Source: an optimization exercise on an open RTL-to-GDS flow (aim: small area and a short achievable clock period). Production flows keep margins and buffers that such runs may drop. Function was checked by simulation only, so behaviour that the tests miss may differ from the original. No driver is modelled on the clock port, so clock power and skew are understated where the tree is cut down; a real chip needs a root buffer or a tree. Power figures rest on the tool's default switching activity, not on a simulated workload.

==> v16 <==
Design pipelined_multiplier, start of the top module:
module pipelined_multiplier (
    input clk,
    input rst,
    input [10:0] n1,
    input [7:0] n2,
    output reg [18:0] product
);
clock: 4.5 ns
lec_check: 0
cap_margin: 20
core_margin: 2
core_utilization: 60
setup_slack_margin: 2.85
slew_margin: 20
standard.sh (not shown) runs the stock make flow with config.mk's settings and CLKGATE_MAP_FILE= SYNTH_SCRIPT=/design/flow/synth_recipe.tcl, a recipe that flattens the netlist after the stock synthesis.
==> flow/flow/run.sh <==
#!/bin/bash
# Own layout flow: the standard ORFS flow (standard.sh) with three changes:
#  - synthesis: the same script as synth_recipe.tcl, except that the second
#    part of Yosys's synth (fine:) runs with -noabc, so the bit-level adders
#    of the design reach extract_fa as written and map onto full-adder cells
#    without inverters between them (the final ABC mapping still runs);
#  - port buffers: buffer_ports uses sky130_fd_sc_hd__buf_2 instead of the
#    cell it picks by itself (clkdlybuf4s50_1);
#  - clock tree: flow/mycts.tcl (sourced before CTS) replaces
#    clock_tree_synthesis with a two-level tree (root and 9 leaf buffers).
# Each tool's output goes to its own log file in the work folder.
set -euo pipefail
work=$(pwd)
first='proc synth {args} { yosys synth -nofsm -noshare {*}$args }'
if [[ "$(head -1 synth_recipe.tcl)" == "$first" ]]; then
  {
    echo 'proc synth {args} { if {[lsearch $args "fine:"] >= 0} { yosys synth -nofsm -noshare -noabc {*}$args } else { yosys synth -nofsm -noshare {*}$args } }'
    tail -n +2 synth_recipe.tcl
  } > "$work/own_synth.tcl"
else
  cp synth_recipe.tcl "$work/own_synth.tcl"
fi
extra=()
if [[ -f flow/extra.mk ]]; then
  while IFS= read -r line; do
    [[ -n "$line" && "$line" != \#* ]] && extra+=("$line")
  done < flow/extra.mk
fi
bash standard.sh SYNTH_SCRIPT="$work/own_synth.tcl" \
  "BUFFER_PORTS_ARGS=-buffer_cell sky130_fd_sc_hd__buf_2" "PRE_CTS_TCL=$work/flow/mycts.tcl" ${extra[@]+"${extra[@]}"} finish \
  > "$work/orfs_make.log" 2>&1
==> flow/flow/mycts.tcl <==
# Clock tree for a small design: the clock port drives one root buffer,
# which drives NLEAF leaf buffers, each driving one group of flip-flops
# (groups formed by position so each leaf is near its flip-flops).
# Replaces clock_tree_synthesis, whose H-tree makes 17 buffers here.
rename clock_tree_synthesis orig_clock_tree_synthesis
proc clock_tree_synthesis {args} {
  set leaf_cell sky130_fd_sc_hd__clkbuf_8
  set root_cell sky130_fd_sc_hd__clkbuf_16
  set nleaf 9
  if {[info exists ::env(OWN_CTS_LEAVES)]} { set nleaf $::env(OWN_CTS_LEAVES) }
  if {[info exists ::env(OWN_CTS_LEAF_CELL)]} { set leaf_cell $::env(OWN_CTS_LEAF_CELL) }
  if {[info exists ::env(OWN_CTS_ROOT_CELL)]} { set root_cell $::env(OWN_CTS_ROOT_CELL) }
  set block [ord::get_db_block]
  set clk_port [lindex [all_clocks] 0]
  set clk_net [[$block findBTerm clk] getNet]
  set sinks {}
  foreach pin [get_pins -of_objects [get_nets clk]] {
    if {[get_property $pin direction] ne "input"} { continue }
    set it [sta::sta_to_db_pin $pin]
    set bb [[$it getInst] getBBox]
    lappend sinks [list [expr {([$bb xMin] + [$bb xMax]) / 2}] [expr {([$bb yMin] + [$bb yMax]) / 2}] $pin]
  }
  set n [llength $sinks]
  puts "own cts: $n sinks, $nleaf leaf buffers"
  # split into nleaf groups: sort by y into rows of groups, then by x
  set ny [expr {int(sqrt($nleaf))}]
  if {$ny < 1} { set ny 1 }
  set nx [expr {($nleaf + $ny - 1) / $ny}]
  set groups {}
  set byy [lsort -integer -index 1 $sinks]
  set per_row [expr {($n + $ny - 1) / $ny}]
  for {set r 0} {$r < $ny} {incr r} {
    set row [lrange $byy [expr {$r * $per_row}] [expr {($r + 1) * $per_row - 1}]]
    set byx [lsort -integer -index 0 $row]
    set m [llength $byx]
    set per [expr {($m + $nx - 1) / $nx}]
    for {set c 0} {$c < $nx} {incr c} {
      set g [lrange $byx [expr {$c * $per}] [expr {($c + 1) * $per - 1}]]
      if {[llength $g]} { lappend groups $g }
    }
  }
  set dbu [$block getDbUnitsPerMicron]
  set leaves {}
  set k 0
  foreach g $groups {
    set sx 0; set sy 0; set pins {}
    foreach s $g { set sx [expr {$sx + [lindex $s 0]}]; set sy [expr {$sy + [lindex $s 1]}]; lappend pins [lindex $s 2] }
    set cx [expr {double($sx) / [llength $g] / $dbu}]
    set cy [expr {double($sy) / [llength $g] / $dbu}]
    set name "clkleaf_$k"
    set r [insert_buffer -buffer_cell $leaf_cell -net [get_nets clk] -load_pins $pins -location [list $cx $cy] -buffer_name $name -net_name "clknet_leaf_$k"]
    set name [get_full_name $r]
    lappend leaves $name
    incr k
  }
  # root buffer at the centre of the leaves
  set sx 0; set sy 0; set pins {}
  foreach l $leaves {
    set bb [[$block findInst $l] getBBox]
    set sx [expr {$sx + ([$bb xMin] + [$bb xMax]) / 2}]
    set sy [expr {$sy + ([$bb yMin] + [$bb yMax]) / 2}]
    lappend pins [get_pins $l/A]
  }
  set cx [expr {double($sx) / [llength $leaves] / $dbu}]
  set cy [expr {double($sy) / [llength $leaves] / $dbu}]
  insert_buffer -buffer_cell $root_cell -net [get_nets clk] -load_pins $pins -location [list $cx $cy] -buffer_name clkroot -net_name clknet_root
  foreach net [$block getNets] {
    set nm [$net getName]
    if {[string match clknet_* $nm] || $net eq $clk_net} { $net setSigType CLOCK }
  }
  set_propagated_clock [all_clocks]
}
==> v11 (differences from v16) <==
Settings changed: SETUP_SLACK_MARGIN 2.85 to 2.55.
==> v13 (differences from v16) <==
Settings changed: CORE_UTILIZATION 60 to 75, SETUP_SLACK_MARGIN 2.85 to 2.65.
==> v7 (differences from v16) <==
--- a/flow/flow/run.sh
+++ b/flow/flow/run.sh
@@ -1,13 +1,11 @@
 #!/bin/bash
-# Own layout flow: the standard ORFS flow (standard.sh) with three changes:
+# Own layout flow: the standard ORFS flow (standard.sh) with two changes:
 #  - synthesis: the same script as synth_recipe.tcl, except that the second
 #    part of Yosys's synth (fine:) runs with -noabc, so the bit-level adders
 #    of the design reach extract_fa as written and map onto full-adder cells
 #    without inverters between them (the final ABC mapping still runs);
 #  - port buffers: buffer_ports uses sky130_fd_sc_hd__buf_2 instead of the
-#    cell it picks by itself (clkdlybuf4s50_1);
-#  - clock tree: flow/mycts.tcl (sourced before CTS) replaces
-#    clock_tree_synthesis with a two-level tree (root and 9 leaf buffers).
+#    cell it picks by itself (clkdlybuf4s50_1).
 # Each tool's output goes to its own log file in the work folder.
 set -euo pipefail
 work=$(pwd)
@@ -27,5 +25,5 @@
   done < flow/extra.mk
 fi
 bash standard.sh SYNTH_SCRIPT="$work/own_synth.tcl" \
-  "BUFFER_PORTS_ARGS=-buffer_cell sky130_fd_sc_hd__buf_2" "PRE_CTS_TCL=$work/flow/mycts.tcl" ${extra[@]+"${extra[@]}"} finish \
+  "BUFFER_PORTS_ARGS=-buffer_cell sky130_fd_sc_hd__buf_2" ${extra[@]+"${extra[@]}"} finish \
   > "$work/orfs_make.log" 2>&1
Settings changed: CTS_BUF_LIST set to sky130_fd_sc_hd__clkbuf_8, SETUP_SLACK_MARGIN 2.85 to unset.
removed: flow/flow/mycts.tcl
==> comparison table <==
|  | v16 | v7 | v13 | v11 |
|---|---|---|---|---|
| Run status | no timing/DRC/antenna violations | no timing/DRC/antenna violations | no timing/DRC/antenna violations | no timing/DRC/antenna violations |
| Switching part of the total power | 31.62% | 31.18% | 31.78% | 31.25% |
| Worst vdd ir | 0.0002689 V | 0.0002514 V | 0.0002838 V | 0.0002221 V |
| Hold_sp | r2[3] | r2[3] | r2[4] | r2[4] |
| Total sequential power | 1550 uW | 1520 uW | 1530 uW | 1520 uW |
| Cell depth of the worst setup path | 1 | 6 | 3 | 3 |
| Worst slew margin relative to its limit | 49.06% | 48.81% | 49.92% | 48.96% |
| Chip Width | 97.28 um | 97.28 um | 87.43 um | 97.28 um |
| Gp weighted congestion | 0.8021 | 0.8073 | 0.8117 | 0.8073 |
| Power after layout | 2857 uW | 3257 uW | 2803 uW | 2765 uW |
| Met1 track demand over resource in global routing | 26.46% | 26.55% | 30.51% | 25.81% |
| Startpoint of the lowest-slack register-to-register path | b1[4] | r3[2] | b1[2] | b1[2] |
| Fraction of met3 tracks used by global routing | 2.086% | 5.612% | 3.033% | 1.655% |
| Total clock network power | 532 uW | 1020 uW | 523 uW | 532 uW |
| Largest area class, layout | multi-input combinational cells | sequential cells | multi-input combinational cells | multi-input combinational cells |
| Required time worst endpoint | 3.60 ns | 4.83 ns | 4.71 ns | 4.71 ns |
| Number of nets at the end of the flow | 562 | 555 | 548 | 548 |
| Number of resized instances in the post-cts repair step | 30 | 0 | 0 | 0 |
| DRC marker count from the first detailed-route iteration | 86 | 52 | 82 | 56 |
| Placed cell areas | 0.005502 mm^2 | 0.005497 mm^2 | 0.005461 mm^2 | 0.005497 mm^2 |
| Worst Clk Skew | 0.01601 ns | 0.01167 ns | 0.01403 ns | 0.01279 ns |
| Power Density | 479.0 mW/mm^2 | 550.3 mW/mm^2 | 499.0 mW/mm^2 | 489.2 mW/mm^2 |
| Final hold slack | 0.3322 ns | 0.3162 ns | 0.3327 ns | 0.3312 ns |
| Vias in the first global route | 3062 | 3146 | 3194 | 3035 |
| Area of the multi-input gates | 0.002678 mm^2 | 0.002571 mm^2 | 0.002577 mm^2 | 0.002577 mm^2 |
| Reported combinational group power | 780 uW | 718 uW | 750 uW | 712 uW |
In v16, v11 and v13 the design's own scripts or RTL, not TritonCTS, make the clock network.

[afterwards: timing with drivers on the ports]
In the flow no input, the clock included, has a driving cell. The finished layouts below were timed again as built, in two steps.
Step 1: set_driving_cell puts a clkbuf_16 on clk and a buf_2 on each other input, an assumption about the parent block.
Step 2, shift: input delay + t, output delay - t, t = (earliest + latest rising clock arrival at the registers) / 2. This alone moves slack from input paths to output paths.
Slacks: ideal ports / drivers / drivers and shift; pairs: ideal ports / drivers.
| run | t (ns) | setup slack, ns | worst setup path at the end | cell pins on the clock port's net |
|---|---|---|---|---|
| v16 | 0.370 | 2.763 / 2.726 / 2.801 | register to register | 1 |
| v11 | 0.364 | 2.725 / 2.725 / 2.725 | register to register | 1 |
| v13 | 0.365 | 2.711 / 2.711 / 2.711 | register to register | 1 |
| v7 | 0.448 | 2.620 / 2.620 / 2.620 | register to register | 1 |
After both steps every run listed still meets setup and hold.
